This design comes from an exercise in tuning for small area, a short achievable clock period and few clock cycles on the open sky130 flow, not from production work.
The RTL was checked by simulation tests, not by an equivalence proof against the original design.
Power figures rest on the tool's default switching activity, not on a simulated workload.

`flow/constraint.sdc`:
```
create_clock -name core_clock -period 17.0 [get_ports {clk}]
set_input_delay 3.4000 -clock core_clock [delete_from_list [all_inputs] [get_ports {clk}]]
set_output_delay 3.4000 -clock core_clock [all_outputs]
set_load 0.01 [all_outputs]
```
`flow/flow/run.sh`:
```
#!/bin/bash
set -euo pipefail
here=$(pwd)
MARGIN=11.5
rm -rf scripts_local
cp -r "$FLOW_HOME/scripts" scripts_local
cp flow/abc_speed.script scripts_local/abc_speed.script
sed -E "s#SETUP_SLACK_MARGIN=[^ ]+#SETUP_SLACK_MARGIN=$MARGIN ADDER_MAP_FILE= SCRIPTS_DIR=$here/scripts_local#" standard.sh > standard_own.sh
grep -q "SETUP_SLACK_MARGIN=$MARGIN" standard_own.sh
bash standard_own.sh > make_flow.log 2>&1
```
`flow/standard.sh`:
```
#!/bin/bash
# synth_recipe.tcl (not shown) runs the flow's synth.tcl, then flattens the netlist and writes it again
# the make line also repeats each setting of config.mk as NAME=value (left out here)
make -C /OpenROAD-flow-scripts/flow DESIGN_CONFIG=/design/flow/config.mk WORK_HOME=/design/flow/orfs CLKGATE_MAP_FILE= SYNTH_SCRIPT=/design/flow/synth_recipe.tcl "${@:-finish}"
```
`flow/config.mk`:
```
export PLATFORM = sky130hd
export DESIGN_NAME = RISCV
export DESIGN_NICKNAME = RISCV
export VERILOG_FILES = /design/flow/design.v
export SDC_FILE = /design/flow/constraint.sdc
export NUM_CORES = 8
export LEC_CHECK = 0
export CAP_MARGIN = 35
export CORE_MARGIN = 2
export CORE_UTILIZATION = 40
export SETUP_SLACK_MARGIN = 5
export SLEW_MARGIN = 35
export SYNTH_HIERARCHICAL = 1
```
`flow/design.v`:
```
module RISCV(clk,
            rst_n,
            mem_wen_D,
            mem_addr_D,
            mem_wdata_D,
            mem_rdata_D,
            mem_addr_I,
            mem_rdata_I
    );
    input             clk, rst_n ;
    output            mem_wen_D  ;
    output     [29:0] mem_addr_D ;
    output     [63:0] mem_wdata_D;
    input      [63:0] mem_rdata_D;
    output     [29:0] mem_addr_I ;
    input      [31:0] mem_rdata_I;
    integer k;
    reg [63:0] e_a;         
    reg [63:0] e_b;         
    reg [31:2] e_agu;       
    reg [31:2] e_btgt;      
    reg [32:2] e_pc4;       
    reg        e_taken;     
    reg        e_jalr;
    reg [4:0]  e_rd;
    reg        e_we;        
    reg        e_ld, e_sd, e_link;
    reg [8:0]  e_op;        
    reg  [63:0]   rf [1:31];
    reg  [1983:0] rf_flat;
    always @(*)
        for (k = 1; k < 32; k = k + 1)
            rf_flat[64*(k-1) +: 64] = rf[k];
    wire [63:0] wb;
    wire [29:0] npc;
    stage_e se (
        .e_a(e_a), .e_b(e_b), .e_agu(e_agu), .e_btgt(e_btgt), .e_pc4(e_pc4),
        .e_taken(e_taken), .e_jalr(e_jalr), .e_ld(e_ld), .e_link(e_link), .e_op(e_op),
        .mem_rdata_D(mem_rdata_D), .wb(wb), .npc(npc));
    assign mem_addr_I  = npc;
    assign mem_wen_D   = e_sd;
    assign mem_addr_D  = e_agu;
    assign mem_wdata_D = {e_b[7:0],   e_b[15:8],  e_b[23:16], e_b[31:24],
                          e_b[39:32], e_b[47:40], e_b[55:48], e_b[63:56]};
    always @(posedge clk) begin
        for (k = 1; k < 32; k = k + 1)
            if (!rst_n || (e_we && e_rd == k))
                rf[k] <= rst_n ? wb : 64'd0;
    end
    wire [63:0] f_a, f_b;
    wire [29:0] f_agu, f_btgt;
    wire [30:0] f_pc4;
    wire        f_taken, f_jalr, f_we, f_ld, f_sd, f_link, f_stall;
    wire [4:0]  f_rd;
    wire [8:0]  f_op;
    stage_f sf (
        .mem_rdata_I(mem_rdata_I), .rf_flat(rf_flat), .wb(wb), .e_rd(e_rd), .e_we(e_we),
        .npc(npc),
        .f_a(f_a), .f_b(f_b), .f_agu(f_agu), .f_btgt(f_btgt), .f_pc4(f_pc4),
        .f_taken(f_taken), .f_jalr(f_jalr), .f_rd(f_rd), .f_we(f_we), .f_ld(f_ld),
        .f_sd(f_sd), .f_link(f_link), .f_op(f_op), .f_stall(f_stall));
    always @(posedge clk) begin
        if (!rst_n || f_stall) begin
            e_pc4   <= rst_n ? {1'b0, npc} : 31'd0;
            e_taken <= 1'b0;
            e_jalr  <= 1'b0;
            e_we    <= 1'b0;
            e_sd    <= 1'b0;
        end else begin
            e_pc4   <= f_pc4;
            e_taken <= f_taken;
            e_jalr  <= f_jalr;
            e_we    <= f_we;
            e_sd    <= f_sd;
        end
        e_agu  <= f_agu;
        e_btgt <= f_btgt;
        e_a    <= f_a;
        e_b    <= f_b;
        e_rd   <= f_rd;
        e_ld   <= f_ld;
        e_link <= f_link;
        e_op   <= f_op;
    end
endmodule
module stage_e(e_a, e_b, e_agu, e_btgt, e_pc4, e_taken, e_jalr, e_ld, e_link, e_op,
               mem_rdata_D, wb, npc);
    input  [63:0] e_a, e_b;
    input  [29:0] e_agu, e_btgt;
    input  [30:0] e_pc4;
    input         e_taken, e_jalr, e_ld, e_link;
    input  [8:0]  e_op;
    input  [63:0] mem_rdata_D;
    output [63:0] wb;
    output [29:0] npc;
    wire [63:0] ld_data = {mem_rdata_D[7:0],   mem_rdata_D[15:8],  mem_rdata_D[23:16], mem_rdata_D[31:24],
                           mem_rdata_D[39:32], mem_rdata_D[47:40], mem_rdata_D[55:48], mem_rdata_D[63:56]};
    wire        sub   = e_op[1] | e_op[3];
    wire [63:0] sum   = e_a + (sub ? ~e_b : e_b) + {63'd0, sub};
    wire        lt    = (e_a[63] ^ e_b[63]) ? e_a[63] : sum[63];
    wire [5:0]  sh    = e_b[5:0];
    wire [63:0] sl    = e_a << sh;
    wire [63:0] sr    = $signed({e_op[6] & e_a[63], e_a}) >>> sh;
    reg  [63:0] alu;
    always @(*) begin
        alu = 64'd0;
        if (e_op[0] | e_op[1])  alu = alu | sum;
        if (e_op[3])                  alu = alu | {63'd0, lt};
        if (e_op[4])                  alu = alu | (e_a ^ e_b);
        if (e_op[7])                   alu = alu | (e_a | e_b);
        if (e_op[8])                  alu = alu | (e_a & e_b);
        if (e_op[2])                  alu = alu | sl;
        if (e_op[5] | e_op[6])  alu = alu | sr;
        if (e_link)                         alu = alu | {31'd0, e_pc4, 2'b00};
    end
    assign wb  = e_ld ? ld_data : alu;
    assign npc = e_jalr  ? e_agu  :
                 e_taken ? e_btgt : e_pc4[29:0];
endmodule
module stage_f(mem_rdata_I, rf_flat, wb, e_rd, e_we, npc,
               f_a, f_b, f_agu, f_btgt, f_pc4, f_taken, f_jalr, f_rd, f_we, f_ld,
               f_sd, f_link, f_op, f_stall);
    input  [31:0]   mem_rdata_I;
    input  [1983:0] rf_flat;
    input  [63:0]   wb;
    input  [4:0]    e_rd;
    input           e_we;
    input  [29:0]   npc;
    output [63:0]   f_a, f_b;
    output [29:0]   f_agu, f_btgt;
    output [30:0]   f_pc4;
    output          f_taken, f_jalr, f_we, f_ld, f_sd, f_link, f_stall;
    output [4:0]    f_rd;
    output [8:0]    f_op;
    integer k;
    wire [31:0] ins = {mem_rdata_I[7:0], mem_rdata_I[15:8], mem_rdata_I[23:16], mem_rdata_I[31:24]};
    wire [4:0]  op  = ins[6:2];
    wire [2:0]  f3  = ins[14:12];
    wire [4:0]  rs1 = ins[19:15];
    wire [4:0]  rs2 = ins[24:20];
    wire [4:0]  rd  = ins[11:7];
    wire d_r    = op == 5'b01100;
    wire d_i    = op == 5'b00100;
    wire d_ld   = op == 5'b00000;
    wire d_sd   = op == 5'b01000;
    wire d_br   = op == 5'b11000;
    wire d_jal  = op == 5'b11011;
    wire d_jalr = op == 5'b11001;
    wire [63:0] q1, q2;
    rf_read u_rd (.rf_flat(rf_flat), .rs1(rs1), .rs2(rs2), .q1(q1), .q2(q2));
    wire [63:0] r1 = (e_we && e_rd == rs1) ? wb : q1;
    wire [63:0] r2 = (e_we && e_rd == rs2) ? wb : q2;
    wire [31:0] imm_i = {{20{ins[31]}}, ins[31:20]};
    wire [31:0] imm_s = {{20{ins[31]}}, ins[31:25], ins[11:7]};
    wire [31:0] imm_b = {{20{ins[31]}}, ins[7], ins[30:25], ins[11:8], 1'b0};
    wire [31:0] imm_j = {{12{ins[31]}}, ins[19:12], ins[20], ins[30:21], 1'b0};
    wire [31:2] agu;
    agu_add u_agu (.a(q1[31:0]), .imm(d_sd ? imm_s[11:0] : imm_i[11:0]), .s(agu));
    wire [31:0] btgt = {npc, 2'b00} + (d_br ? imm_b : imm_j);
    assign f_stall = e_we & (e_rd == rs1) & (d_ld | d_sd | d_jalr);
    assign f_agu   = agu;
    assign f_btgt  = btgt[31:2];
    assign f_pc4   = {1'b0, npc} + 31'd1;
    wire eq;
    br_eq u_eq (.q1(q1), .q2(q2), .wb(wb), .fwd1(e_we && e_rd == rs1), .fwd2(e_we && e_rd == rs2), .eq(eq));
    assign f_taken = d_jal | (d_br & (eq ^ f3[0]));
    assign f_jalr  = d_jalr;
    assign f_we    = (d_r | d_i | d_ld | d_jal | d_jalr) & (rd != 5'd0);
    assign f_sd    = d_sd;
    assign f_a     = r1;
    assign f_b     = d_i ? {{32{imm_i[31]}}, imm_i} : r2;
    assign f_rd    = rd;
    assign f_ld    = d_ld;
    assign f_link  = d_jal | d_jalr;
    assign f_op[0] = (d_r & f3 == 3'b000 & !ins[30]) | (d_i & f3 == 3'b000);
    assign f_op[1] = d_r & f3 == 3'b000 & ins[30];
    assign f_op[2] = (d_r | d_i) & f3 == 3'b001;
    assign f_op[3] = (d_r | d_i) & f3 == 3'b010;
    assign f_op[4] = (d_r | d_i) & f3 == 3'b100;
    assign f_op[5] = (d_r | d_i) & f3 == 3'b101 & !ins[30];
    assign f_op[6] = (d_r | d_i) & f3 == 3'b101 & ins[30];
    assign f_op[7]  = (d_r | d_i) & f3 == 3'b110;
    assign f_op[8] = (d_r | d_i) & f3 == 3'b111;
endmodule
module rf_read(rf_flat, rs1, rs2, q1, q2);
    input  [1983:0] rf_flat;
    input  [4:0]    rs1, rs2;
    output [63:0]   q1, q2;
    rf_port p1 (.rf_flat(rf_flat), .rs(rs1), .q(q1));
    rf_port p2 (.rf_flat(rf_flat), .rs(rs2), .q(q2));
endmodule
module rf_port(rf_flat, rs, q);
    input  [1983:0] rf_flat;
    input  [4:0]    rs;
    output reg [63:0] q;
    wire [2047:0] r = {rf_flat, 64'd0};      
    reg  [511:0]  l1;
    integer g;
    always @(*) begin
        for (g = 0; g < 8; g = g + 1)
            case (rs[1:0])
                2'd0:    l1[64*g +: 64] = r[256*g       +: 64];
                2'd1:    l1[64*g +: 64] = r[256*g +  64 +: 64];
                2'd2:    l1[64*g +: 64] = r[256*g + 128 +: 64];
                default: l1[64*g +: 64] = r[256*g + 192 +: 64];
            endcase
        q = 64'd0;
        for (g = 0; g < 8; g = g + 1)
            q = q | (l1[64*g +: 64] & {64{rs[4:2] == g}});
    end
endmodule
module agu_add(a, imm, s);
    input  [31:0] a;
    input  [11:0] imm;
    output [31:2] s;
    wire [12:0]  lo     = {1'b0, a[11:0]} + {1'b0, imm};
    wire [31:12] hi_inc = a[31:12] + 20'd1;
    wire [31:12] hi_dec = a[31:12] - 20'd1;
    wire [31:12] hi     = (lo[12] == imm[11]) ? a[31:12] : lo[12] ? hi_inc : hi_dec;
    assign s = {hi, lo[11:2]};
endmodule
module br_eq(q1, q2, wb, fwd1, fwd2, eq);
    input  [63:0] q1, q2, wb;
    input         fwd1, fwd2;
    output        eq;
    wire [63:0] r1 = fwd1 ? wb : q1;
    wire [63:0] r2 = fwd2 ? wb : q2;
    assign eq = r1 == r2;
endmodule
```
`flow/flow/abc_speed.script`:
```
&get -n
&st
&dch
&nf -R 1000
&put
buffer -c
topo
stime -c
upsize -c
dnsize -c
```
==> out/results.ini, run 1 <==
[timing]
finClkSkew_ps = 118.8
totalNegativeSetupSlack_ps = 0
final_hold_viol_count = 0
timing.hold.ws_ps = 798.7
timing.fmax_mhz = 138.3
layout_worst_path_cycle_share = 0.4253
minimum_clock_period_after_layout_ps = 7230
setup_violations = 0
tightestPinTransition_ps = 1127
slew_viol_final = 0
setup_repair_after_global_routing_missed_its_margin = true
slew-limit-headroom = 0.2442

[floorplanning]
pin_count = 223
core_um2 = 279600
fp-row-count = 194
die_width_um = 534.5
die_height_um = 534.5
floorplan.initialDensity = 0.4026
die_area_um2 = 285700

[synth]
yosys_warnings = 10
synth.ff_latch_count = 2223
synth_edf_count = 1984
yosysSeqAreaShare = 0.5718
avgSynthCellArea_um2 = 10.65
synth-async-reset-ratio = 0
synth_fp_nets = 10670
syn-instance-count = 10570
ys_dominant_reg_cell = sky130_fd_sc_hd__edfxtp_1
synth_cell_types = 100
netlist_area_um2 = 112600

[final_layout]
layout.cells.most_common = sky130_fd_sc_hd__edfxtp_1
design.final.nets = 10850
synthToLayoutAreaGrowth_pct = 19.37
commonest_cells_after_routing_fill_and_taps_aside = 1984 x sky130_fd_sc_hd__edfxtp_1, 1888 x sky130_fd_sc_hd__nand2_1, 1448 x sky130_fd_sc_hd__a21oi_1
drive_above_1_share = 0.1478
final_core_utilization = 0.4805
fillerInstances = 25050

[power_and_ir_drop]
combinational_fraction_of_design_power = 0.223
p_clk_frac = 0.334
ir_worst_vdd_mv = 0.1104
pwr-share-seq = 0.443
power.leakage_nw = 45.88
power.density_cell_area_nw_per_um2 = 112.6
cell_internal_pwr_mw = 10.18
switching_share_of_power = 0.3270
switching_power_mw = 4.948

[status]
status = no timing/DRC/antenna violations

[worst_setup_path]
crit_path_start_kind = primary input
critical_path.most_common_cell = sky130_fd_sc_hd__buf_16
cp.arrival_ps = 8020
critical-path-max-stage-delay_ps = 410
required_ps = 17790
worst_path_max_delay_cell = sky130_fd_sc_hd__nor4_1
crit_path_end_kind = flip-flop
worst-path-max-fanout = 140
crit_path_cells = buf_16, and2_4, buf_16, buf_12, a22oi_1, a21oi_1, nor4_1, nand2_2, mux2i_1, xnor2_1, nand4_1, nor4_2, buf_4, nand2_1, nor3_4, xor2_1, a22o_1, and2_1
critPathKind = in -> reg

[cts]
clk-insertion-delay-late_ps = 970
postCtsHoldBufs = 0
cts_max_level = 4
path_clk_slew_ps = 60
cts_tree = built
tritoncts_num_sinks = 2223
cts_made_buffers = 238
cts_root_buffer = sky130_fd_sc_hd__clkbuf_16
cts_max_path_buffers = 4

[routing]
postRouteAntennaNets = 0
drt-pass1-iter-count = 15
post-route-drc-count = 0
route.detailed.wl_per_inst_um = 40.25
drt_iter0_drc = 24780
drt_via_density = 7.144
routed_wl_um = 591100
via_count = 104900

[grt]
grt_max_degree = 152
gr-usage-all-layers = 0.3945
grt_first_pass_wirelength_um = 789100
first_global_vias = 96030
global_route.overflow_total = 0
antenna_found_initial = 41

[placed_design]
place_hpwl_um = 337600
portBuffers = 220
gpl.final_weighted_congestion = 1.061

[flow_run]
timing.max_cap.violations = 0

[worst_hold_path]
min_path_type = reg -> reg

-- cells by family (layout without fill, tap and decap cells) --
| logic type | Yosys count | after routing | share of synthesized area |
|---|---|---|---|
| compound gates | 3473 | 3473 | 0.2078 |
| simple gates | 3166 | 3177 | 0.1219 |
| flops | 2223 | 2223 | 0.5718 |
| buf+inv | 990 | 1355 | 0.03736 |
| xor+xnor | 406 | 407 | 0.03299 |
| mux | 300 | 300 | 0.02734 |
| fa+ha+maj | 9 | 9 | 0.0008225 |
| other cells | 0 | 17 | 0 |
-- Yosys stat by module, one instance, submodules excluded, excerpt --
module,copies in the design,flops+latches
br_eq,1,0
agu_add,1,0
stage_e,1,0
rf_port,2,0
stage_f,1,0
RISCV,1,2223
-- layout make-up --
cell class	instances	area (µm²)	area share
Timing Repair Buffer	867	11060	0.08230
Clock inverter	135	1124	0.008362
Inverter	58	236.5	0.001760
Antenna cell	17	42.54	0.0003166
Sequential cell	2223	64490	0.4799
Clock buffer	295	6201	0.04615
Multi-Input combinational cell	7366	46560	0.3465
Tap cell	3724	4659	0.03468
-- cell usage after synthesis, types with 20 or more instances --
cell / instances / area, µm²
sky130_fd_sc_hd__a211oi_1: 45 / 337.8
sky130_fd_sc_hd__a21oi_1: 1468 / 7347
sky130_fd_sc_hd__a221oi_1: 20 / 175.2
sky130_fd_sc_hd__a222oi_1: 902 / 9029
sky130_fd_sc_hd__a22oi_1: 125 / 938.4
sky130_fd_sc_hd__a31oi_1: 51 / 319.1
sky130_fd_sc_hd__and2_1: 92 / 575.6
sky130_fd_sc_hd__buf_1: 102 / 382.9
sky130_fd_sc_hd__buf_2: 126 / 630.6
sky130_fd_sc_hd__buf_4: 29 / 217.7
sky130_fd_sc_hd__buf_6: 22 / 247.7
sky130_fd_sc_hd__clkbuf_1: 647 / 2429
sky130_fd_sc_hd__dfxtp_1: 239 / 4785
sky130_fd_sc_hd__edfxtp_1: 1984 / 59580
sky130_fd_sc_hd__inv_1: 53 / 198.9
sky130_fd_sc_hd__mux2_2: 50 / 563.0
sky130_fd_sc_hd__mux2i_1: 249 / 2492
sky130_fd_sc_hd__nand2_1: 1943 / 7293
sky130_fd_sc_hd__nand3_1: 170 / 850.8
sky130_fd_sc_hd__nand4_1: 43 / 269.0
sky130_fd_sc_hd__nor2_1: 437 / 1640
sky130_fd_sc_hd__nor2b_1: 51 / 319.1
sky130_fd_sc_hd__nor3_1: 46 / 230.2
sky130_fd_sc_hd__nor4_1: 281 / 1758
sky130_fd_sc_hd__o211ai_1: 22 / 165.2
sky130_fd_sc_hd__o21a_1: 45 / 337.8
sky130_fd_sc_hd__o21ai_0: 529 / 2648
sky130_fd_sc_hd__o21ai_1: 29 / 145.1
sky130_fd_sc_hd__o22ai_1: 55 / 344.1
sky130_fd_sc_hd__o32a_1: 23 / 230.2
sky130_fd_sc_hd__o41ai_1: 20 / 175.2
sky130_fd_sc_hd__xnor2_1: 240 / 2102
sky130_fd_sc_hd__xor2_1: 145 / 1270
-- power by group through the flow --
stage / clock (mW) / sequential [mW] / combinational (mW)
2_1_floorplan: 0 / 6.57 / 1.58
3_3_place_gp: 0 / 6.77 / 2.75
3_5_place_dp: 0 / 6.79 / 2.76
4_1_cts: 5.05 / 6.67 / 3.15
5_1_grt: 5.26 / 6.70 / 3.44
6_report: 5.05 / 6.70 / 3.38
-- worst paths after layout --
check | start | end | slack, ps | cells past startpoint
worst max-delay path | mem_rdata_I[23] | e_taken$_SDFF_PN0_ | 9770 | 18
worst min-delay path | rf[7][57]$_DFFE_PP_ | e_a[57]$_DFF_P_ | 800 | 6
worst max register to register | e_op[1]$_DFF_P_ | e_taken$_SDFF_PN0_ | 9900 | 24
worst min register to register | rf[7][57]$_DFFE_PP_ | e_a[57]$_DFF_P_ | 800 | 6
-- critical path, delay by kind of cell --
kind / cells / cell delay [ps]
AO/OA/AOI/OAI: 3 / 630
multiplexers: 1 / 260
AND/OR/NAND/NOR: 8 / 2050
XOR/XNOR: 2 / 280
buffers and inverters: 4 / 940
-- timing repair --
item / in CTS / in global routing
setup endpoints to repair: 1929 / 748
setup buffers: 247 / 53
cloned: 91 / 1
gates resized for setup: 818 / 153
pin swaps: 145 / 62
-- metal layers --
layer  vias up  part of all wire  global-route usage
li1      41660                 -                   -
met4        18             0.072              0.2407
met5         -           0.00024                   0
met2      9702              0.40              0.5507
met3      1788              0.16              0.1355
met1     51750              0.36              0.5244
-- flip-flops by register name (all words and copies together), names as in the netlist --
register	cells
e_ld	1
e_taken	1
e_pc4	31
rf	1984
e_b	64
e_op	9
e_a	64
e_jalr	1
e_link	1
e_agu	30
e_btgt	30
e_rd	5
e_sd	1
e_we	1
-- per-stage QoR --
stage	power (mW)	cells	cell area [µm²]	setup WS, ps
after detailed placement	9.549	13850	118800	6394
after global placement	9.526	13840	118600	6352
after CTS	14.87	14610	133400	10140
final	15.13	14690	134400	9770
after floorplan	8.158	10570	113000	9949
after global routing	15.40	14670	134300	9791
Testbench counts, summed over its fixed seeds: cycles 140,026.
==> inputs of run 2 (changes only) <==
--- a/flow/design.v
+++ b/flow/design.v
@@ -19,6 +19,9 @@
     reg [63:0] e_b;         
-    reg [31:2] e_agu;       
+    reg [11:2]  e_alo;
+    reg [31:12] e_ahi, e_ahi_inc, e_ahi_dec;
+    reg         e_asel_inc, e_asel_dec;
     reg [31:2] e_btgt;      
     reg [32:2] e_pc4;       
-    reg        e_taken;     
+    reg        e_jal, e_br, e_bne;
+    reg        e_eq;        
     reg        e_jalr;
@@ -35,5 +38,7 @@
     wire [29:0] npc;
+    wire [31:12] ahi = e_asel_inc ? e_ahi_inc : e_asel_dec ? e_ahi_dec : e_ahi;
+    wire [29:0] e_agu = {ahi, e_alo};
     stage_e se (
         .e_a(e_a), .e_b(e_b), .e_agu(e_agu), .e_btgt(e_btgt), .e_pc4(e_pc4),
-        .e_taken(e_taken), .e_jalr(e_jalr), .e_ld(e_ld), .e_link(e_link), .e_op(e_op),
+        .e_jal(e_jal), .e_br(e_br), .e_bne(e_bne), .e_eq(e_eq), .e_jalr(e_jalr), .e_ld(e_ld), .e_link(e_link), .e_op(e_op),
         .mem_rdata_D(mem_rdata_D), .wb(wb), .npc(npc));
@@ -50,5 +55,8 @@
     wire [63:0] f_a, f_b;
-    wire [29:0] f_agu, f_btgt;
+    wire [29:0] f_btgt;
+    wire [11:2]  f_alo;
+    wire [31:12] f_ahi, f_ahi_inc, f_ahi_dec;
+    wire         f_asel_inc, f_asel_dec;
     wire [30:0] f_pc4;
-    wire        f_taken, f_jalr, f_we, f_ld, f_sd, f_link, f_stall;
+    wire        f_eq, f_jal, f_br, f_bne, f_jalr, f_we, f_ld, f_sd, f_link, f_stall;
     wire [4:0]  f_rd;
@@ -58,4 +66,5 @@
         .npc(npc),
-        .f_a(f_a), .f_b(f_b), .f_agu(f_agu), .f_btgt(f_btgt), .f_pc4(f_pc4),
-        .f_taken(f_taken), .f_jalr(f_jalr), .f_rd(f_rd), .f_we(f_we), .f_ld(f_ld),
+        .f_a(f_a), .f_b(f_b), .f_alo(f_alo), .f_ahi(f_ahi), .f_ahi_inc(f_ahi_inc),
+        .f_ahi_dec(f_ahi_dec), .f_asel_inc(f_asel_inc), .f_asel_dec(f_asel_dec), .f_btgt(f_btgt), .f_pc4(f_pc4),
+        .f_jal(f_jal), .f_br(f_br), .f_bne(f_bne), .f_eq(f_eq), .f_jalr(f_jalr), .f_rd(f_rd), .f_we(f_we), .f_ld(f_ld),
         .f_sd(f_sd), .f_link(f_link), .f_op(f_op), .f_stall(f_stall));
@@ -64,3 +73,4 @@
             e_pc4   <= rst_n ? {1'b0, npc} : 31'd0;
-            e_taken <= 1'b0;
+            e_jal   <= 1'b0;
+            e_br    <= 1'b0;
             e_jalr  <= 1'b0;
@@ -70,3 +80,4 @@
             e_pc4   <= f_pc4;
-            e_taken <= f_taken;
+            e_jal   <= f_jal;
+            e_br    <= f_br;
             e_jalr  <= f_jalr;
@@ -75,5 +86,12 @@
         end
-        e_agu  <= f_agu;
+        e_alo      <= f_alo;
+        e_ahi      <= f_ahi;
+        e_ahi_inc  <= f_ahi_inc;
+        e_ahi_dec  <= f_ahi_dec;
+        e_asel_inc <= f_asel_inc;
+        e_asel_dec <= f_asel_dec;
         e_btgt <= f_btgt;
         e_a    <= f_a;
+        e_bne  <= f_bne;
+        e_eq   <= f_eq;
         e_b    <= f_b;
@@ -85,3 +103,3 @@
 endmodule
-module stage_e(e_a, e_b, e_agu, e_btgt, e_pc4, e_taken, e_jalr, e_ld, e_link, e_op,
+module stage_e(e_a, e_b, e_agu, e_btgt, e_pc4, e_jal, e_br, e_bne, e_eq, e_jalr, e_ld, e_link, e_op,
                mem_rdata_D, wb, npc);
@@ -90,3 +108,3 @@
     input  [30:0] e_pc4;
-    input         e_taken, e_jalr, e_ld, e_link;
+    input         e_jal, e_br, e_bne, e_eq, e_jalr, e_ld, e_link;
     input  [8:0]  e_op;
@@ -116,2 +134,3 @@
     assign wb  = e_ld ? ld_data : alu;
+    wire   e_taken = e_jal | (e_br & (e_eq ^ e_bne));
     assign npc = e_jalr  ? e_agu  :
@@ -120,3 +139,3 @@
 module stage_f(mem_rdata_I, rf_flat, wb, e_rd, e_we, npc,
-               f_a, f_b, f_agu, f_btgt, f_pc4, f_taken, f_jalr, f_rd, f_we, f_ld,
+               f_a, f_b, f_eq, f_jal, f_br, f_bne, f_alo, f_ahi, f_ahi_inc, f_ahi_dec, f_asel_inc, f_asel_dec, f_btgt, f_pc4, f_jalr, f_rd, f_we, f_ld,
                f_sd, f_link, f_op, f_stall);
@@ -129,5 +148,8 @@
     output [63:0]   f_a, f_b;
-    output [29:0]   f_agu, f_btgt;
+    output [29:0]   f_btgt;
+    output [11:2]   f_alo;
+    output [31:12]  f_ahi, f_ahi_inc, f_ahi_dec;
+    output          f_asel_inc, f_asel_dec;
     output [30:0]   f_pc4;
-    output          f_taken, f_jalr, f_we, f_ld, f_sd, f_link, f_stall;
+    output          f_eq, f_jal, f_br, f_bne, f_jalr, f_we, f_ld, f_sd, f_link, f_stall;
     output [4:0]    f_rd;
@@ -156,12 +178,13 @@
     wire [31:0] imm_j = {{12{ins[31]}}, ins[19:12], ins[20], ins[30:21], 1'b0};
-    wire [31:2] agu;
-    agu_add u_agu (.a(q1[31:0]), .imm(d_sd ? imm_s[11:0] : imm_i[11:0]), .s(agu));
+    agu_add u_agu (.a(q1[31:0]), .imm(d_sd ? imm_s[11:0] : imm_i[11:0]),
+                   .lo(f_alo), .hi(f_ahi), .hi_inc(f_ahi_inc), .hi_dec(f_ahi_dec),
+                   .sel_inc(f_asel_inc), .sel_dec(f_asel_dec));
     wire [31:0] btgt = {npc, 2'b00} + (d_br ? imm_b : imm_j);
     assign f_stall = e_we & (e_rd == rs1) & (d_ld | d_sd | d_jalr);
-    assign f_agu   = agu;
     assign f_btgt  = btgt[31:2];
     assign f_pc4   = {1'b0, npc} + 31'd1;
-    wire eq;
-    br_eq u_eq (.q1(q1), .q2(q2), .wb(wb), .fwd1(e_we && e_rd == rs1), .fwd2(e_we && e_rd == rs2), .eq(eq));
-    assign f_taken = d_jal | (d_br & (eq ^ f3[0]));
+    br_eq u_eq (.q1(q1), .q2(q2), .wb(wb), .fwd1(e_we && e_rd == rs1), .fwd2(e_we && e_rd == rs2), .eq(f_eq));
+    assign f_jal   = d_jal;
+    assign f_br    = d_br;
+    assign f_bne   = f3[0];
     assign f_jalr  = d_jalr;
@@ -211,11 +234,15 @@
 endmodule
-module agu_add(a, imm, s);
-    input  [31:0] a;
-    input  [11:0] imm;
-    output [31:2] s;
-    wire [12:0]  lo     = {1'b0, a[11:0]} + {1'b0, imm};
-    wire [31:12] hi_inc = a[31:12] + 20'd1;
-    wire [31:12] hi_dec = a[31:12] - 20'd1;
-    wire [31:12] hi     = (lo[12] == imm[11]) ? a[31:12] : lo[12] ? hi_inc : hi_dec;
-    assign s = {hi, lo[11:2]};
+module agu_add(a, imm, lo, hi, hi_inc, hi_dec, sel_inc, sel_dec);
+    input  [31:0]  a;
+    input  [11:0]  imm;
+    output [11:2]  lo;
+    output [31:12] hi, hi_inc, hi_dec;
+    output         sel_inc, sel_dec;
+    wire [12:0] sum = {1'b0, a[11:0]} + {1'b0, imm};
+    assign lo      = sum[11:2];
+    assign hi      = a[31:12];
+    assign hi_inc  = a[31:12] + 20'd1;
+    assign hi_dec  = a[31:12] - 20'd1;
+    assign sel_inc = sum[12] & !imm[11];
+    assign sel_dec = !sum[12] & imm[11];
 endmodule
==> flow/flow/run.sh (replaced) <==
#!/bin/bash
# The standard layout (standard.sh, ORFS), with these changes to how it is made:
#  - synthesis maps logic with ABC: modules on the critical paths each with a delay target
#    (flow/abc_per_module.tcl), the rest with flow/abc_speed.script (area-oriented);
#  - synthesis does not extract full/half adder cells (ADDER_MAP_FILE empty), so ABC sees
#    the adders' logic and its timing.
# Flip-flops are mapped exactly as in the standard synthesis. Each tool's log is in
# orfs/logs/; make's own output is in make_flow.log.
set -euo pipefail
here=$(pwd)
MARGIN=11.5
PER_MODULE="rf_port=1200 agu_add=800 br_eq=600 stage_e=2500 stage_f=1500"
rm -rf scripts_local
cp -r "$FLOW_HOME/scripts" scripts_local
cp flow/abc_speed.script scripts_local/abc_speed.script
sed -i "s#^  log_cmd abc {\*}\$abc_args\$#  source $here/flow/abc_per_module.tcl#" scripts_local/synth.tcl
grep -q "abc_per_module.tcl" scripts_local/synth.tcl
sed -E "s#SETUP_SLACK_MARGIN=[^ ]+#SETUP_SLACK_MARGIN=$MARGIN ADDER_MAP_FILE= SCRIPTS_DIR=$here/scripts_local 'ABC_PER_MODULE=$PER_MODULE'#" standard.sh > standard_own.sh
grep -q "SETUP_SLACK_MARGIN=$MARGIN" standard_own.sh
bash standard_own.sh > make_flow.log 2>&1
==> flow/flow/abc_per_module.tcl (new file) <==
# Replaces synth.tcl's single "abc" call. The modules named in ABC_PER_MODULE
# (module=target_ps ...) are mapped first, each with ABC's delay-constrained
# mapper at its own delay target; then the rest with the default script
# (abc_speed.script). Flip-flops are already mapped at this point, so the
# registers are those of the standard synthesis.
if { [env_var_exists_and_non_empty ABC_PER_MODULE] } {
  foreach item $::env(ABC_PER_MODULE) {
    lassign [split $item =] mod target
    set scr $::env(OBJECTS_DIR)/abc_$mod.script
    set f [open $scr w]
    puts $f "&get -n\n&st\n&dch\n&nf -D $target\n&put\nbuffer -c\ntopo\nstime -c\nupsize -c\ndnsize -c"
    close $f
    log_cmd abc {*}[lreplace $abc_args 1 1 $scr] $mod
  }
}
log_cmd abc {*}$abc_args
--- a/flow/config.mk
+++ b/flow/config.mk
@@ -10,2 +10,3 @@
 export CORE_UTILIZATION = 40
+export CTS_BUF_LIST = sky130_fd_sc_hd__clkbuf_8
 export SETUP_SLACK_MARGIN = 5
==> out/results.ini, run 2 <==
[status]
status = no timing/DRC/antenna violations

[synth]
post-synth-top-area-cell = sky130_fd_sc_hd__edfxtp_1
yosys_warnings = 10  ; unchanged
synth.ff_latch_count = 2268  ; +2.0%
post_synth_most_frequent_cells = 1984 x sky130_fd_sc_hd__edfxtp_1, 1262 x sky130_fd_sc_hd__nand2_1, 693 x sky130_fd_sc_hd__o21ai_0
synth_most_common_cell = sky130_fd_sc_hd__edfxtp_1
synth_fp_nets = 9947  ; -6.7%
netlist_area_um2 = 122700  ; +9.0%
yosysSeqAreaShare = 0.5317  ; -0.04007
ys_dominant_reg_cell = sky130_fd_sc_hd__edfxtp_1
avgSynthCellArea_um2 = 12.46  ; +17%
yosysTopAreaCellShare = 0.4854  ; -0.04388
synth_edf_count = 1984  ; unchanged
synth_cell_types = 110  ; +10%
synth-async-reset-ratio = 0  ; unchanged
syn-instance-count = 9849  ; -6.8%
synth_area_leaders = sky130_fd_sc_hd__edfxtp_1 49%, sky130_fd_sc_hd__mux4_2 12%, sky130_fd_sc_hd__dfxtp_1 4.6%

[floorplanning]
die_width_um = 557.9  ; +4.4%
die_area_um2 = 311300  ; +9.0%
core_um2 = 305600  ; +9.3%
pin_count = 223  ; unchanged
fp-row-count = 203  ; +4.6%
floorplan.initialDensity = 0.4017  ; -0.0008490
die_height_um = 557.9  ; +4.4%

[routing]
post-route-drc-count = 0  ; unchanged
drt_iter0_drc = 16770  ; -32%
postRouteAntennaNets = 0  ; unchanged
routed_wl_um = 562900  ; -4.8%
via_count = 100900  ; -3.9%
drt-pass1-iter-count = 10  ; -5
drt_via_density = 6.916  ; -3.2%
route.detailed.wl_per_inst_um = 38.60  ; -4.1%

[worst_setup_path]
worst_path_max_delay_cell = sky130_fd_sc_hd__mux4_2
cp.arrival_ps = 7160  ; -860 ps
worst-path-max-fanout = 23  ; -84%
cpLargestDelayFamily = simple AND/OR/NAND/NOR gates
crit_path_cells = buf_16, buf_16, buf_16, mux4_2, a22oi_1, and3_1, nand4_1, mux2i_1, xnor2_1, nand4_1, nor4_2, nand2_2, nor3_2
worst-path-buf-inv = 3  ; -1
critical-path-max-stage-delay_ps = 520  ; +110 ps
critPathKind = in -> reg
crit_path_start_kind = primary input
crit_path_end_kind = flip-flop
required_ps = 17870  ; +80 ps
critical_path.most_common_cell = sky130_fd_sc_hd__buf_16

[grt]
antenna_found_initial = 39  ; -4.9%
grt_first_pass_wirelength_um = 756300  ; -4.2%
first_global_vias = 95940  ; -0.099%
grt_max_degree = 112  ; -26%
gr-usage-all-layers = 0.3474  ; -0.04705
global_route.overflow_total = 0  ; unchanged

[timing]
setup_repair_after_global_routing_missed_its_margin = true
minimum_clock_period_after_layout_ps = 6294  ; -936.6 ps
timing.fmax_mhz = 158.9  ; +15%
slew_viol_final = 0  ; unchanged
timing.hold.ws_ps = 819.5  ; +20.74 ps
slew-limit-headroom = 0.2855  ; +0.04138
layout_worst_path_cycle_share = 0.3702  ; -0.05509
totalNegativeSetupSlack_ps = 0  ; unchanged
final_hold_viol_count = 0  ; unchanged
tightestPinTransition_ps = 1072  ; -55.27 ps
finClkSkew_ps = 134.9  ; +16.07 ps
setup_violations = 0  ; unchanged

[cts]
clk-insertion-delay-late_ps = 1080  ; +110 ps
cts_made_buffers = 370  ; +55%
cts_max_level = 5  ; +1
path_clk_slew_ps = 60  ; about the same
cts_tree = built
tritoncts_num_sinks = 2268  ; +2.0%
cts_root_buffer = sky130_fd_sc_hd__clkbuf_8
cts_max_path_buffers = 4  ; unchanged

[final_layout]
commonest_cells_after_routing_fill_and_taps_aside = 1984 x sky130_fd_sc_hd__edfxtp_1, 1253 x sky130_fd_sc_hd__nand2_1, 669 x sky130_fd_sc_hd__mux4_2
final_cell_area_um2 = 143700  ; +7.0%
synthToLayoutAreaGrowth_pct = 17.11
largest_register = rf
largest_register_ffs = 1984  ; unchanged
final_core_utilization = 0.4704  ; -0.01010
design.final.nets = 10270  ; -5.4%
layout.cells.most_common = sky130_fd_sc_hd__edfxtp_1
biggest_regs = rf: 1984 flops, e_a: 64 flops, e_b: 64 flops
drive_above_1_share = 0.2370  ; +0.08924

[flow_run]
timing.max_cap.violations = 0  ; unchanged

[power_and_ir_drop]
power.density_cell_area_nw_per_um2 = 104.0  ; -7.6%
power.leakage_nw = 51.28  ; +12%
ir_worst_vdd_mv = 0.07059  ; -36%

[placed_design]
placed_area_um2 = 129700  ; +9.2%
gpl.final_weighted_congestion = 1.033  ; -2.6%
portBuffers = 220  ; unchanged
place_hpwl_um = 330600  ; -2.1%

[worst_hold_path]
min_path_type = reg -> reg

-- run 2: layer usage --
metal / track usage / routed length, µm / part of all wire
met3: 0.1036 / 79680 / 0.14
met1: 0.4390 / 196200 / 0.35
met5: 0 / 305 / 0.00054
met2: 0.5282 / 246800 / 0.44
met4: 0.2040 / 40000 / 0.071
-- run 2: per-module statistics from Yosys, one instance, submodules excluded, excerpt --
module   flip-flops and latches  cells inside
rf_port                       0          1590
stage_e                       0          2799
RISCV                      2268          2573
agu_add                       0           201
br_eq                         0           228
stage_f                       0           868
-- run 2: metrics by stage --
stage | power, mW | std cells | setup WS (ps)
2_1_floorplan | 8.549 | 9849 | 10670
6_report | 14.96 | 14580 | 10710
5_1_grt | 15.28 | 14560 | 10750
3_5_place_dp | 9.832 | 13610 | 7342
3_3_place_gp | 9.780 | 13590 | 7363
4_1_cts | 14.75 | 14490 | 10840
-- run 2: power breakdown --
group / internal [mW] / leakage [nW] / total [mW] / switching (mW)
logic: 1.28 / 24.4 / 3.45 / 2.17
registers: 6.41 / 22.9 / 6.74 / 0.335
clock network: 2.47 / 4.02 / 4.76 / 2.29
-- run 2: cell type report --
cell class                      count  area [µm²]
Clock buffer                      385        5299
Clock inverter                    272        1822
Multi-Input combinational cell   6607       55080
Timing Repair inverter              1       8.758
Sequential cell                  2268       65480
Inverter                          104       426.7
Tap cell                         4100        5130
Timing Repair Buffer              819       10430
Antenna cell                       28       70.07
Fill cell                       26970      161800
-- run 2: repair_timing --
| item | CTS | global route |
|---|---|---|
| pin swaps | 71 | 49 |
| endpoints found under the hold margin | 0 | 0 |
| gates resized for setup | 829 | 160 |
| gates cloned | 75 | 12 |
| setup buffers | 148 | 57 |
| endpoints found under the setup margin | 1900 | 321 |
| hold buffers | 0 | 0 |
-- run 2: path summary, 6_finish.rpt --
| kind | startpoint | to | slack (ps) | cells past startpoint |
|---|---|---|---|---|
| max reg2reg | e_op[1]$_DFF_P_ | e_eq$_DFF_P_ | 10950 | 17 |
| min reg2reg | rf[7][37]$_DFFE_PP_ | e_a[37]$_DFF_P_ | 820 | 5 |
| max | mem_rdata_I[12] | e_eq$_DFF_P_ | 10710 | 13 |
| min | rf[7][37]$_DFFE_PP_ | e_a[37]$_DFF_P_ | 820 | 5 |
-- run 2: cells by family after synthesis --
group                      count (synthesis)  share of synthesized area
and+or+nand+nor                         2736                     0.1064
xor gates and xnor gates                 339                    0.03344
buffers and inverters                    981                    0.03790
AOI/OAI and AO/OA                       2392                     0.1289
DFF                                     2268                     0.5317
muxes                                   1123                     0.1608
adders and majority gates                 10                  0.0008155
-- run 2: worst min-delay path: stages (launching register included) --
cell and delay (ps):
sky130_fd_sc_hd__edfxtp_1 350, sky130_fd_sc_hd__nand2_1 60, sky130_fd_sc_hd__a21oi_1 130, sky130_fd_sc_hd__or3_1 180
sky130_fd_sc_hd__nand2_1 70, sky130_fd_sc_hd__nand2_1 60
Testbench counts of run 2, summed over its fixed seeds: cycles 140,026.
==> inputs of run 3 (changes only) <==
--- a/flow/design.v
+++ b/flow/design.v
@@ -22,6 +22,5 @@
     reg         e_asel_inc, e_asel_dec;
-    reg [31:2] e_btgt;      
+    reg [31:2] e_n1, e_n0;  
     reg [32:2] e_pc4;       
-    reg        e_jal, e_br, e_bne;
-    reg        e_eq;        
+    reg [1:0]  e_eqh;       
     reg        e_jalr;
@@ -41,4 +40,4 @@
     stage_e se (
-        .e_a(e_a), .e_b(e_b), .e_agu(e_agu), .e_btgt(e_btgt), .e_pc4(e_pc4),
-        .e_jal(e_jal), .e_br(e_br), .e_bne(e_bne), .e_eq(e_eq), .e_jalr(e_jalr), .e_ld(e_ld), .e_link(e_link), .e_op(e_op),
+        .e_a(e_a), .e_b(e_b), .e_agu(e_agu), .e_n1(e_n1), .e_n0(e_n0), .e_pc4(e_pc4),
+        .e_eqh(e_eqh), .e_jalr(e_jalr), .e_ld(e_ld), .e_link(e_link), .e_op(e_op),
         .mem_rdata_D(mem_rdata_D), .wb(wb), .npc(npc));
@@ -55,3 +54,4 @@
     wire [63:0] f_a, f_b;
-    wire [29:0] f_btgt;
+    wire [29:0] f_n1, f_n0;
+    wire [1:0]  f_eqh;
     wire [11:2]  f_alo;
@@ -60,3 +60,3 @@
     wire [30:0] f_pc4;
-    wire        f_eq, f_jal, f_br, f_bne, f_jalr, f_we, f_ld, f_sd, f_link, f_stall;
+    wire        f_jalr, f_we, f_ld, f_sd, f_link, f_stall;
     wire [4:0]  f_rd;
@@ -67,4 +67,4 @@
         .f_a(f_a), .f_b(f_b), .f_alo(f_alo), .f_ahi(f_ahi), .f_ahi_inc(f_ahi_inc),
-        .f_ahi_dec(f_ahi_dec), .f_asel_inc(f_asel_inc), .f_asel_dec(f_asel_dec), .f_btgt(f_btgt), .f_pc4(f_pc4),
-        .f_jal(f_jal), .f_br(f_br), .f_bne(f_bne), .f_eq(f_eq), .f_jalr(f_jalr), .f_rd(f_rd), .f_we(f_we), .f_ld(f_ld),
+        .f_ahi_dec(f_ahi_dec), .f_asel_inc(f_asel_inc), .f_asel_dec(f_asel_dec), .f_n1(f_n1), .f_n0(f_n0), .f_pc4(f_pc4),
+        .f_eqh(f_eqh), .f_jalr(f_jalr), .f_rd(f_rd), .f_we(f_we), .f_ld(f_ld),
         .f_sd(f_sd), .f_link(f_link), .f_op(f_op), .f_stall(f_stall));
@@ -73,4 +73,4 @@
             e_pc4   <= rst_n ? {1'b0, npc} : 31'd0;
-            e_jal   <= 1'b0;
-            e_br    <= 1'b0;
+            e_n1    <= rst_n ? npc : 30'd0;
+            e_n0    <= rst_n ? npc : 30'd0;
             e_jalr  <= 1'b0;
@@ -80,4 +80,4 @@
             e_pc4   <= f_pc4;
-            e_jal   <= f_jal;
-            e_br    <= f_br;
+            e_n1    <= f_n1;
+            e_n0    <= f_n0;
             e_jalr  <= f_jalr;
@@ -92,6 +92,4 @@
         e_asel_dec <= f_asel_dec;
-        e_btgt <= f_btgt;
         e_a    <= f_a;
-        e_bne  <= f_bne;
-        e_eq   <= f_eq;
+        e_eqh  <= f_eqh;
         e_b    <= f_b;
@@ -103,8 +101,9 @@
 endmodule
-module stage_e(e_a, e_b, e_agu, e_btgt, e_pc4, e_jal, e_br, e_bne, e_eq, e_jalr, e_ld, e_link, e_op,
+module stage_e(e_a, e_b, e_agu, e_n1, e_n0, e_pc4, e_eqh, e_jalr, e_ld, e_link, e_op,
                mem_rdata_D, wb, npc);
     input  [63:0] e_a, e_b;
-    input  [29:0] e_agu, e_btgt;
+    input  [29:0] e_agu, e_n1, e_n0;
+    input  [1:0]  e_eqh;
     input  [30:0] e_pc4;
-    input         e_jal, e_br, e_bne, e_eq, e_jalr, e_ld, e_link;
+    input         e_jalr, e_ld, e_link;
     input  [8:0]  e_op;
@@ -134,8 +133,6 @@
     assign wb  = e_ld ? ld_data : alu;
-    wire   e_taken = e_jal | (e_br & (e_eq ^ e_bne));
-    assign npc = e_jalr  ? e_agu  :
-                 e_taken ? e_btgt : e_pc4[29:0];
+    assign npc = e_jalr ? e_agu : (&e_eqh) ? e_n1 : e_n0;
 endmodule
 module stage_f(mem_rdata_I, rf_flat, wb, e_rd, e_we, npc,
-               f_a, f_b, f_eq, f_jal, f_br, f_bne, f_alo, f_ahi, f_ahi_inc, f_ahi_dec, f_asel_inc, f_asel_dec, f_btgt, f_pc4, f_jalr, f_rd, f_we, f_ld,
+               f_a, f_b, f_eqh, f_alo, f_ahi, f_ahi_inc, f_ahi_dec, f_asel_inc, f_asel_dec, f_n1, f_n0, f_pc4, f_jalr, f_rd, f_we, f_ld,
                f_sd, f_link, f_op, f_stall);
@@ -148,3 +145,4 @@
     output [63:0]   f_a, f_b;
-    output [29:0]   f_btgt;
+    output [29:0]   f_n1, f_n0;
+    output [1:0]    f_eqh;
     output [11:2]   f_alo;
@@ -153,3 +151,3 @@
     output [30:0]   f_pc4;
-    output          f_eq, f_jal, f_br, f_bne, f_jalr, f_we, f_ld, f_sd, f_link, f_stall;
+    output          f_jalr, f_we, f_ld, f_sd, f_link, f_stall;
     output [4:0]    f_rd;
@@ -183,8 +181,8 @@
     assign f_stall = e_we & (e_rd == rs1) & (d_ld | d_sd | d_jalr);
-    assign f_btgt  = btgt[31:2];
+    wire   t1 = d_jal | (d_br & !f3[0]);
+    wire   t0 = d_jal | (d_br & f3[0]);
+    assign f_n1    = t1 ? btgt[31:2] : f_pc4[29:0];
+    assign f_n0    = t0 ? btgt[31:2] : f_pc4[29:0];
     assign f_pc4   = {1'b0, npc} + 31'd1;
-    br_eq u_eq (.q1(q1), .q2(q2), .wb(wb), .fwd1(e_we && e_rd == rs1), .fwd2(e_we && e_rd == rs2), .eq(f_eq));
-    assign f_jal   = d_jal;
-    assign f_br    = d_br;
-    assign f_bne   = f3[0];
+    br_eq u_eq (.q1(q1), .q2(q2), .wb(wb), .fwd1(e_we && e_rd == rs1), .fwd2(e_we && e_rd == rs2), .eqh(f_eqh));
     assign f_jalr  = d_jalr;
@@ -248,9 +246,10 @@
 endmodule
-module br_eq(q1, q2, wb, fwd1, fwd2, eq);
+module br_eq(q1, q2, wb, fwd1, fwd2, eqh);
     input  [63:0] q1, q2, wb;
     input         fwd1, fwd2;
-    output        eq;
+    output [1:0]  eqh;
     wire [63:0] r1 = fwd1 ? wb : q1;
     wire [63:0] r2 = fwd2 ? wb : q2;
-    assign eq = r1 == r2;
-endmodule
+    assign eqh[0] = r1[31:0]  == r2[31:0];
+    assign eqh[1] = r1[63:32] == r2[63:32];
+endmodule
--- a/flow/flow/run.sh
+++ b/flow/flow/run.sh
@@ -5,3 +5,5 @@
 #  - synthesis does not extract full/half adder cells (ADDER_MAP_FILE empty), so ABC sees
-#    the adders' logic and its timing.
+#    the adders' logic and its timing;
+#  - the clock delay buffers (clkdlybuf4s*) are not used, in addition to the platform's
+#    don't-use cells, so that port buffers are not sized into them.
 # Flip-flops are mapped exactly as in the standard synthesis. Each tool's log is in
@@ -12,2 +14,4 @@
 PER_MODULE="rf_port=1200 agu_add=800 br_eq=600 stage_e=2500 stage_f=1500"
+DONT_USE="$(grep -A40 'DONT_USE_CELLS +=' "$FLOW_HOME/platforms/sky130hd/config.mk" | grep -o 'sky130_fd_sc_hd__[a-z0-9_]*' | tr '\n' ' ')"
+for c in 15_1 15_2 18_1 18_2 25_1 25_2 50_1 50_2; do DONT_USE="$DONT_USE sky130_fd_sc_hd__clkdlybuf4s$c"; done
 rm -rf scripts_local
@@ -17,3 +21,3 @@
 grep -q "abc_per_module.tcl" scripts_local/synth.tcl
-sed -E "s#SETUP_SLACK_MARGIN=[^ ]+#SETUP_SLACK_MARGIN=$MARGIN ADDER_MAP_FILE= SCRIPTS_DIR=$here/scripts_local 'ABC_PER_MODULE=$PER_MODULE'#" standard.sh > standard_own.sh
+sed -E "s#SETUP_SLACK_MARGIN=[^ ]+#SETUP_SLACK_MARGIN=$MARGIN ADDER_MAP_FILE= SCRIPTS_DIR=$here/scripts_local 'ABC_PER_MODULE=$PER_MODULE' 'DONT_USE_CELLS=$DONT_USE'#" standard.sh > standard_own.sh
 grep -q "SETUP_SLACK_MARGIN=$MARGIN" standard_own.sh
--- a/flow/config.mk
+++ b/flow/config.mk
@@ -14 +14,2 @@
 export SYNTH_HIERARCHICAL = 1
+export TNS_END_PERCENT = 20
==> out/results.ini, run 3 <==
[synth]
post-synth-top-area-cell = sky130_fd_sc_hd__edfxtp_1
post_synth_most_frequent_cells = 1984 x sky130_fd_sc_hd__edfxtp_1, 1260 x sky130_fd_sc_hd__nand2_1, 796 x sky130_fd_sc_hd__o21ai_0
synth.ff_latch_count = 2296  ; +1.2%
yosys_warnings = 10  ; unchanged
synth_cell_types = 113  ; +2.7%
netlist_area_um2 = 123900  ; +0.94%
synth_edf_count = 1984  ; unchanged
syn-instance-count = 10020  ; +1.7%
synth_fp_nets = 10120  ; +1.7%
synth_most_common_cell = sky130_fd_sc_hd__edfxtp_1
yosysTopAreaCellShare = 0.4809  ; -0.004519
ys_dominant_reg_cell = sky130_fd_sc_hd__edfxtp_1
synth-async-reset-ratio = 0  ; unchanged
yosysSeqAreaShare = 0.5313  ; about the same
synth_area_leaders = sky130_fd_sc_hd__edfxtp_1 48%, sky130_fd_sc_hd__mux4_2 12%, sky130_fd_sc_hd__dfxtp_1 5.0%
avgSynthCellArea_um2 = 12.36  ; -0.79%

[cts]
clk-insertion-delay-late_ps = 1120  ; +40 ps
cts_made_buffers = 375  ; +1.4%
tritoncts_num_sinks = 2296  ; +1.2%
postCtsHoldBufs = 0  ; unchanged
cts_root_buffer = sky130_fd_sc_hd__clkbuf_8
cts_tree = built
path_clk_slew_ps = 70  ; about the same
cts_max_path_buffers = 4  ; unchanged
cts_max_level = 5  ; unchanged

[final_layout]
largest_register_ffs = 1984  ; unchanged
synthToLayoutAreaGrowth_pct = 15.73
layout.cells.most_common = sky130_fd_sc_hd__edfxtp_1
biggest_regs = rf: 1984 flops, e_a: 64 flops, e_b: 64 flops
final_core_utilization = 0.4647  ; -0.005781
drive_above_1_share = 0.2185  ; -0.01847
multi_input_combinational_cell_area_um2 = 55600  ; +0.95%
design.final.nets = 10570  ; +2.9%
commonest_cells_after_routing_fill_and_taps_aside = 1984 x sky130_fd_sc_hd__edfxtp_1, 1245 x sky130_fd_sc_hd__nand2_1, 707 x sky130_fd_sc_hd__o21ai_0
final_cell_area_um2 = 143400  ; -0.25%
fillerInstances = 27370  ; +1.5%
largest_register = rf
sequential_cell_area_um2 = 65870  ; +0.60%

[routing]
route.detailed.wl_per_inst_um = 38.27  ; -0.85%
postRouteAntennaNets = 0  ; unchanged
post-route-drc-count = 0  ; unchanged
drt-pass1-iter-count = 17  ; +7
routed_wl_um = 570700  ; +1.4%
via_count = 103600  ; +2.7%
drt_via_density = 6.944  ; +0.40%
drt_iter0_drc = 18800  ; +12%

[worst_hold_path]
min_path_type = reg -> reg

[floorplanning]
die_height_um = 560.5  ; +0.47%
floorplan.initialDensity = 0.4015  ; about the same
pin_count = 223  ; unchanged
fp-row-count = 204  ; +0.49%
die_width_um = 560.5  ; +0.47%
core_um2 = 308600  ; +0.99%
die_area_um2 = 314200  ; +0.93%

[grt]
grt_max_degree = 130  ; +16%
grt_first_pass_wirelength_um = 770600  ; +1.9%
gr-usage-all-layers = 0.3474  ; about the same
global_route.overflow_total = 0  ; unchanged
antenna_found_initial = 34  ; -13%
first_global_vias = 97530  ; +1.7%

[power_and_ir_drop]
power.leakage_nw = 50.89  ; -0.75%
cell_internal_pwr_mw = 9.944  ; -2.1%
combinational_fraction_of_design_power = 0.225  ; -0.006
power.density_cell_area_nw_per_um2 = 103.3  ; -0.75%
switching_share_of_power = 0.3284  ; +0.007753
switching_power_mw = 4.864  ; +1.4%
pwr-share-seq = 0.462  ; +0.011
p_clk_frac = 0.313  ; -0.005
ir_worst_vdd_mv = 0.06659  ; -5.7%

[placed_design]
gpl.final_weighted_congestion = 1.056  ; +2.3%
place_hpwl_um = 341100  ; +3.2%
portBuffers = 220  ; unchanged
placed_area_um2 = 128600  ; -0.86%
preCtsSetupSlack_ps = 7435  ; +92.45 ps

[timing]
tightestPinTransition_ps = 1145  ; +72.96 ps
finClkSkew_ps = 182.6  ; +47.73 ps
setup_repair_after_global_routing_missed_its_margin = true
timing.fmax_mhz = 167.7  ; +5.6%
layout_worst_path_cycle_share = 0.3507  ; -0.01954
slew-limit-headroom = 0.2362  ; -0.04932
minimum_clock_period_after_layout_ps = 5961  ; -332.1 ps
totalNegativeSetupSlack_ps = 0  ; unchanged
final_hold_viol_count = 0  ; unchanged
slew_viol_final = 0  ; unchanged
setup_violations = 0  ; unchanged
timing.hold.ws_ps = 789.2  ; -30.31 ps
timing.final.ws_setup_ps = 11040  ; +332.1 ps

[worst_setup_path]
cp.arrival_ps = 6870  ; -290 ps
required_ps = 17910  ; +40 ps
crit_path_end_kind = flip-flop
critPathKind = in -> reg
worst-path-max-fanout = 24  ; +4.3%
crit_path_start_kind = primary input

[status]
status = no timing/DRC/antenna violations

[flow_run]
timing.max_cap.violations = 0  ; unchanged

-- run 3: changes by cell type after synthesis, sizes merged, moves of 47 or more --
| cell | before | now |
|---|---|---|
| a21oi | 498 | 547 |
| a22o | 0 | 92 |
| buf | 370 | 316 |
| clkbuf | 507 | 581 |
| o21ai | 746 | 823 |
| xnor2 | 150 | 103 |
-- run 3: routing by layer --
layer	wire length (µm)	GRT usage
met2	247900	0.5195
met1	198200	0.4439
met4	43110	0.2196
met5	313	0
met3	81160	0.09868
-- run 3: kinds of logic (layout without fill, tap and decap cells) --
logic type      count (synthesis)  after routing  synth area share
simple gates                 2757           2768            0.1066
compound gates               2563           2563            0.1356
flops                        2296           2296            0.5313
mux                          1124           1124            0.1590
buf+inv                       963           1694           0.03680
xor+xnor                      314            314           0.03047
fa+ha+maj                       4              4         0.0003232
other cells                     0             30                 0
-- run 3: through the flow --
stage          instances  power (mW)
6_report           14910       14.81
3_3_place_gp       13780       9.720
5_1_grt            14890       15.11
3_5_place_dp       13800       9.765
2_1_floorplan      10020       8.546
4_1_cts            14740       14.56
-- run 3: worst paths after layout --
path / start / end / slack (ps) / depth (start not counted)
min: rf[11][8]$_DFFE_PP_ / e_a[8]$_DFF_P_ / 790 / 5
min reg2reg: rf[11][8]$_DFFE_PP_ / e_a[8]$_DFF_P_ / 790 / 5
max reg2reg: e_b[3]$_DFF_P_ / e_eqh[1]$_DFF_P_ / 11110 / 16
max: mem_rdata_I[14] / e_eqh[1]$_DFF_P_ / 11040 / 13
-- run 3: worst max-delay path, cell delays in order --
cell                       delay [ps]
sky130_fd_sc_hd__buf_4            250
sky130_fd_sc_hd__buf_4            300
sky130_fd_sc_hd__and3b_4          350
sky130_fd_sc_hd__buf_4            380
sky130_fd_sc_hd__buf_6            490
sky130_fd_sc_hd__o21ai_0          180
sky130_fd_sc_hd__o211ai_1         250
sky130_fd_sc_hd__or3_1            290
sky130_fd_sc_hd__mux2i_1          130
sky130_fd_sc_hd__xor2_1           210
sky130_fd_sc_hd__nor4_1           300
sky130_fd_sc_hd__nand4_1          130
sky130_fd_sc_hd__nor2_1           150
-- run 3: area by class of cell --
cell class	instances	area share
sequential	2296	0.4594
tap	4120	0.03595
antenna	30	0.0005236
clock buffer	392	0.03763
clock inverter	278	0.01042
inverter	66	0.002024
timing repair buffer	958	0.06629
multi-input combinational	6773	0.3878
-- run 3: power by group through the flow --
stage               clock (mW)  combinational [mW]  sequential [mW]
detailed placement           0                2.84             6.93
finish                    4.64                3.33             6.84
floorplan                    0                1.82             6.72
global placement             0                2.82             6.90
global route              4.87                3.39             6.85
CTS                       4.63                3.12             6.81
-- run 3: repair_timing --
item	CTS	global route
setup endpoints to repair	2097	1007
pin swaps	79	62
gates resized for setup	726	211
buffers inserted	191	123
gates cloned	78	11
-- run 3: per-module statistics from Yosys (local to each module, per instance), excerpt --
module | flip-flops and latches | times used
agu_add | 0 | 1
br_eq | 0 | 1
stage_f | 0 | 1
rf_port | 0 | 2
stage_e | 0 | 1
RISCV | 2296 | 1
Testbench counts of run 3, summed over its fixed seeds: cycles 140,026.
==> inputs of run 4 (changes only) <==
--- a/flow/flow/run.sh
+++ b/flow/flow/run.sh
@@ -2,4 +2,5 @@
 # The standard layout (standard.sh, ORFS), with these changes to how it is made:
-#  - synthesis maps logic with ABC: modules on the critical paths each with a delay target
-#    (flow/abc_per_module.tcl), the rest with flow/abc_speed.script (area-oriented);
+#  - synthesis maps logic with ABC per module: the datapath modules with the delay-oriented
+#    mapper and a per-module delay relaxation (flow/abc_per_module.tcl), the rest with
+#    flow/abc_speed.script (area-oriented);
 #  - synthesis does not extract full/half adder cells (ADDER_MAP_FILE empty), so ABC sees
@@ -13,3 +14,3 @@
 MARGIN=11.5
-PER_MODULE="rf_port=1200 agu_add=800 br_eq=600 stage_e=2500 stage_f=1500"
+PER_MODULE="rf_port=50 agu_add=0 br_eq=0 stage_e=50 stage_f=50"
 DONT_USE="$(grep -A40 'DONT_USE_CELLS +=' "$FLOW_HOME/platforms/sky130hd/config.mk" | grep -o 'sky130_fd_sc_hd__[a-z0-9_]*' | tr '\n' ' ')"
==> flow/flow/abc_per_module.tcl (replaced) <==
# Replaces synth.tcl's single "abc" call. The modules named in ABC_PER_MODULE
# (module=relaxation ...) are mapped first, each with ABC's delay-oriented
# mapper &nf and its own delay relaxation (-R, in percent; 0 maps for the
# shortest delay); then the rest with the default script (abc_speed.script,
# area-oriented). Flip-flops are already mapped at this point, so the
# registers are those of the standard synthesis.
if { [env_var_exists_and_non_empty ABC_PER_MODULE] } {
  foreach item $::env(ABC_PER_MODULE) {
    lassign [split $item =] mod target
    set scr $::env(OBJECTS_DIR)/abc_$mod.script
    set f [open $scr w]
    puts $f "&get -n\n&st\n&dch\n&nf -R $target\n&put\nbuffer -c\ntopo\nstime -c\nupsize -c\ndnsize -c"
    close $f
    log_cmd abc {*}[lreplace $abc_args 1 1 $scr] $mod
  }
}
log_cmd abc {*}$abc_args
==> out/results.ini, run 4 <==
[status]
status = no timing/DRC/antenna violations

[floorplanning]
floorplan.initialDensity = 0.4015  ; about the same
fp-row-count = 198  ; -2.9%
pin_count = 223  ; unchanged
die_height_um = 544.1  ; -2.9%
die_width_um = 544.1  ; -2.9%

[synth]
synth.ff_latch_count = 2296  ; unchanged
netlist_area_um2 = 116700  ; -5.8%
post_synth_most_frequent_cells = 1984 x sky130_fd_sc_hd__edfxtp_1, 1907 x sky130_fd_sc_hd__nand2_1, 1500 x sky130_fd_sc_hd__a21oi_1
yosysTopAreaCellShare = 0.5106  ; +0.02976
synth_most_common_cell = sky130_fd_sc_hd__edfxtp_1
avgSynthCellArea_um2 = 10.67  ; -14%
synth_fp_nets = 11040  ; +9.1%
ys_dominant_reg_cell = sky130_fd_sc_hd__edfxtp_1
synth-async-reset-ratio = 0  ; unchanged
synth_cell_types = 117  ; +3.5%
syn-instance-count = 10940  ; +9.2%
yosys_warnings = 10  ; unchanged
post-synth-top-area-cell = sky130_fd_sc_hd__edfxtp_1

[cts]
cts_tree = built
cts_max_level = 5  ; unchanged
cts_max_path_buffers = 4  ; unchanged
cts_root_buffer = sky130_fd_sc_hd__clkbuf_8
clk-insertion-delay-late_ps = 1090  ; -30 ps
tritoncts_num_sinks = 2296  ; unchanged
cts_made_buffers = 376  ; +0.27%

[grt]
grt_max_degree = 100  ; -23%
antenna_found_initial = 45  ; +32%
gr-usage-all-layers = 0.3576  ; +0.01024
grt_first_pass_wirelength_um = 754800  ; -2.1%
first_global_vias = 98750  ; +1.3%
global_route.overflow_total = 0  ; unchanged

[placed_design]
gpl.final_weighted_congestion = 1.068  ; +1.1%
place_hpwl_um = 320200  ; -6.1%
placed_area_um2 = 120500  ; -6.3%

[power_and_ir_drop]
power.density_cell_area_nw_per_um2 = 106.7  ; +3.4%
ir_worst_vdd_mv = 0.06202  ; -6.9%
power.leakage_nw = 46.61  ; -8.4%

[worst_setup_path]
crit_path_start_kind = primary input
worst-path-max-fanout = 16  ; -33%
regToRegEndpoint = e_eqh[1]$_DFF_P_
required_ps = 17960  ; +50 ps
crit_path_end_kind = flip-flop
worst-r2r-cell-count = 16  ; unchanged

[routing]
post-route-drc-count = 0  ; unchanged
drt_iter0_drc = 23070  ; +23%
drt-pass1-iter-count = 22  ; +5
route.detailed.wl_per_inst_um = 36.16  ; -5.5%
drt_via_density = 6.927  ; -0.24%
postRouteAntennaNets = 0  ; unchanged
via_count = 106900  ; +3.3%
routed_wl_um = 558100  ; -2.2%

[timing]
minimum_clock_period_after_layout_ps = 5905  ; -56.70 ps
finClkSkew_ps = 125.5  ; -57.16 ps
tightestPinTransition_ps = 1189  ; +44.83 ps
slew_viol_final = 0  ; unchanged
timing.fmax_mhz = 169.4  ; +0.96%
layout_worst_path_cycle_share = 0.3473  ; -0.003335
setup_violations = 0  ; unchanged

[final_layout]
drive_above_1_share = 0.1504  ; -0.06810
largest_register = rf
largest_register_ffs = 1984  ; unchanged
final_cell_area_um2 = 135100  ; -5.8%
synthToLayoutAreaGrowth_pct = 15.76  ; about the same
design.final.nets = 11300  ; +6.9%
biggest_regs = rf: 1984 flops, e_a: 64 flops, e_b: 64 flops

[worst_hold_path]
worst_hold_path.endpoint = e_a[61]$_DFF_P_
holdCritStartpoint = rf[15][61]$_DFFE_PP_
min_path_type = reg -> reg
min_path_cells = 6  ; +1

[flow_run]
timing.max_cap.violations = 0  ; unchanged

==> run 4: changes by cell type in the layout (fill, tap and decap cells not counted), moves of 206 or more <==
cell and change:
sky130_fd_sc_hd__a21oi_1 +942, sky130_fd_sc_hd__a221oi_1 -206, sky130_fd_sc_hd__mux4_2 -662, sky130_fd_sc_hd__a222oi_1 +760
sky130_fd_sc_hd__o21ai_0 -215, sky130_fd_sc_hd__nand2_1 +573
==> run 4: worst max-delay path, cell delays in order <==
cell,delay (ps)
sky130_fd_sc_hd__buf_2,290
sky130_fd_sc_hd__buf_4,330
sky130_fd_sc_hd__or3_4,500
sky130_fd_sc_hd__buf_6,390
sky130_fd_sc_hd__a21oi_1,80
sky130_fd_sc_hd__nor4_1,470
sky130_fd_sc_hd__nand2_1,350
sky130_fd_sc_hd__mux2i_1,250
sky130_fd_sc_hd__xor2_1,110
sky130_fd_sc_hd__nor4_2,350
sky130_fd_sc_hd__nand4_1,160
sky130_fd_sc_hd__nor2_1,110
==> run 4: how the worst max path moves through the flow <==
stage | startpoint | to | slack (ps) | cells past startpoint
3_5_place_dp | mem_rdata_I[23] | e_eqh[1]$_DFF_P_ | 7400 | 14
3_3_place_gp | mem_rdata_I[23] | e_eqh[1]$_DFF_P_ | 7360 | 14
4_1_cts | rst_n | rf[19][4]$_DFFE_PP_ | 11160 | 6
5_1_grt | mem_rdata_I[23] | e_eqh[1]$_DFF_P_ | 11150 | 15
2_1_floorplan | rst_n | rf[16][0]$_DFFE_PP_ | 10790 | 3
6_report | mem_rdata_I[14] | e_eqh[1]$_DFF_P_ | 11100 | 12
==> run 4: power breakdown <==
part | leakage (nW) | switching, mW | internal, mW | total, mW
sequential | 23.1 | 0.347 | 6.46 | 6.80
clock | 4.03 | 2.31 | 2.26 | 4.57
combinational | 19.5 | 2.15 | 0.894 | 3.04
total | 46.6 | 4.81 | 9.61 | 14.4
==> run 4: modules after synthesis, one instance, submodules excluded, excerpt <==
module | flops+latches | cell area [µm²] | times used | cells inside
RISCV | 2296 | 67980 | 1 | 2609
stage_e | 0 | 16450 | 1 | 2869
rf_port | 0 | 11800 | 2 | 2014
stage_f | 0 | 5152 | 1 | 1003
br_eq | 0 | 2150 | 1 | 228
agu_add | 0 | 1353 | 1 | 201
==> run 4: cells by family after synthesis <==
| kind of cell | count (synthesis) | synth area share |
|---|---|---|
| flops | 2296 | 0.5642 |
| buf+inv | 1058 | 0.04203 |
| simple gates | 3240 | 0.1235 |
| mux | 310 | 0.02737 |
| compound gates | 3710 | 0.2149 |
| xor+xnor | 321 | 0.02772 |
| fa+ha+maj | 3 | 0.0002574 |
==> run 4: cell type report <==
class | instances | area [µm²]
diodes | 41 | 102.6
clock buffers | 398 | 5478
clock inverters | 274 | 1381
fillers | 26480 | 155500
inverters | 75 | 322.8
multi-input cells | 7604 | 49090
flip-flops and latches | 2296 | 65870
well taps | 3900 | 4880
repair buffers | 845 | 7930
repair inverters | 2 | 17.52
==> run 4: stage by stage <==
stage / hold WS, ps / worst slack, ps / utilization
after floorplan: 686.9 / 10790 / -
after global placement: 785.1 / 7363 / 0.4135
after detailed placement: 798.6 / 7399 / 0.4148
after CTS: 783.7 / 11160 / 0.4580
after global routing: 850.0 / 11150 / 0.4645
final: 810.9 / 11100 / 0.4648
==> run 4: routing by layer <==
metal,routed length [µm],track usage,up-vias
met5,485,0,-
met2,239200,0.5355,9561
met3,83020,0.1081,2141
met1,190400,0.4460,51820
met4,45030,0.2367,24
li1,-,-,43380
==> run 4: what timing repair did <==
item	in CTS	in global routing
hold buffers	0	0
pin swaps	145	86
gates cloned	60	15
setup endpoints to repair	1967	1220
setup buffers	199	76
resized for setup	809	211

what the ideal ports hide:
In the flow no input, the clock included, has a driving cell. The finished layouts below were timed again as built, in two steps. Step 1 sets driving cells, clkbuf_16 on the clock port and buf_2 on the other inputs (assumed; they add their load-dependent delay and slew). Step 2 also shifts input and output timing later by t, the mid clock arrival at the registers, as if the neighbouring blocks saw the same clock. Three values: no drivers, after step 1, after step 2; two values: the first two.
run | t (ns) | slack for setup (ns)
run 1 | 1.030 | 9.770 / 9.759 / 8.729
run 2 | 1.127 | 10.706 / 10.597 / 9.471
run 3 | 1.124 | 11.039 / 10.820 / 9.696
run 4 | 1.137 | 11.095 / 11.105 / 10.027
After both steps setup and hold are still met in every run listed.
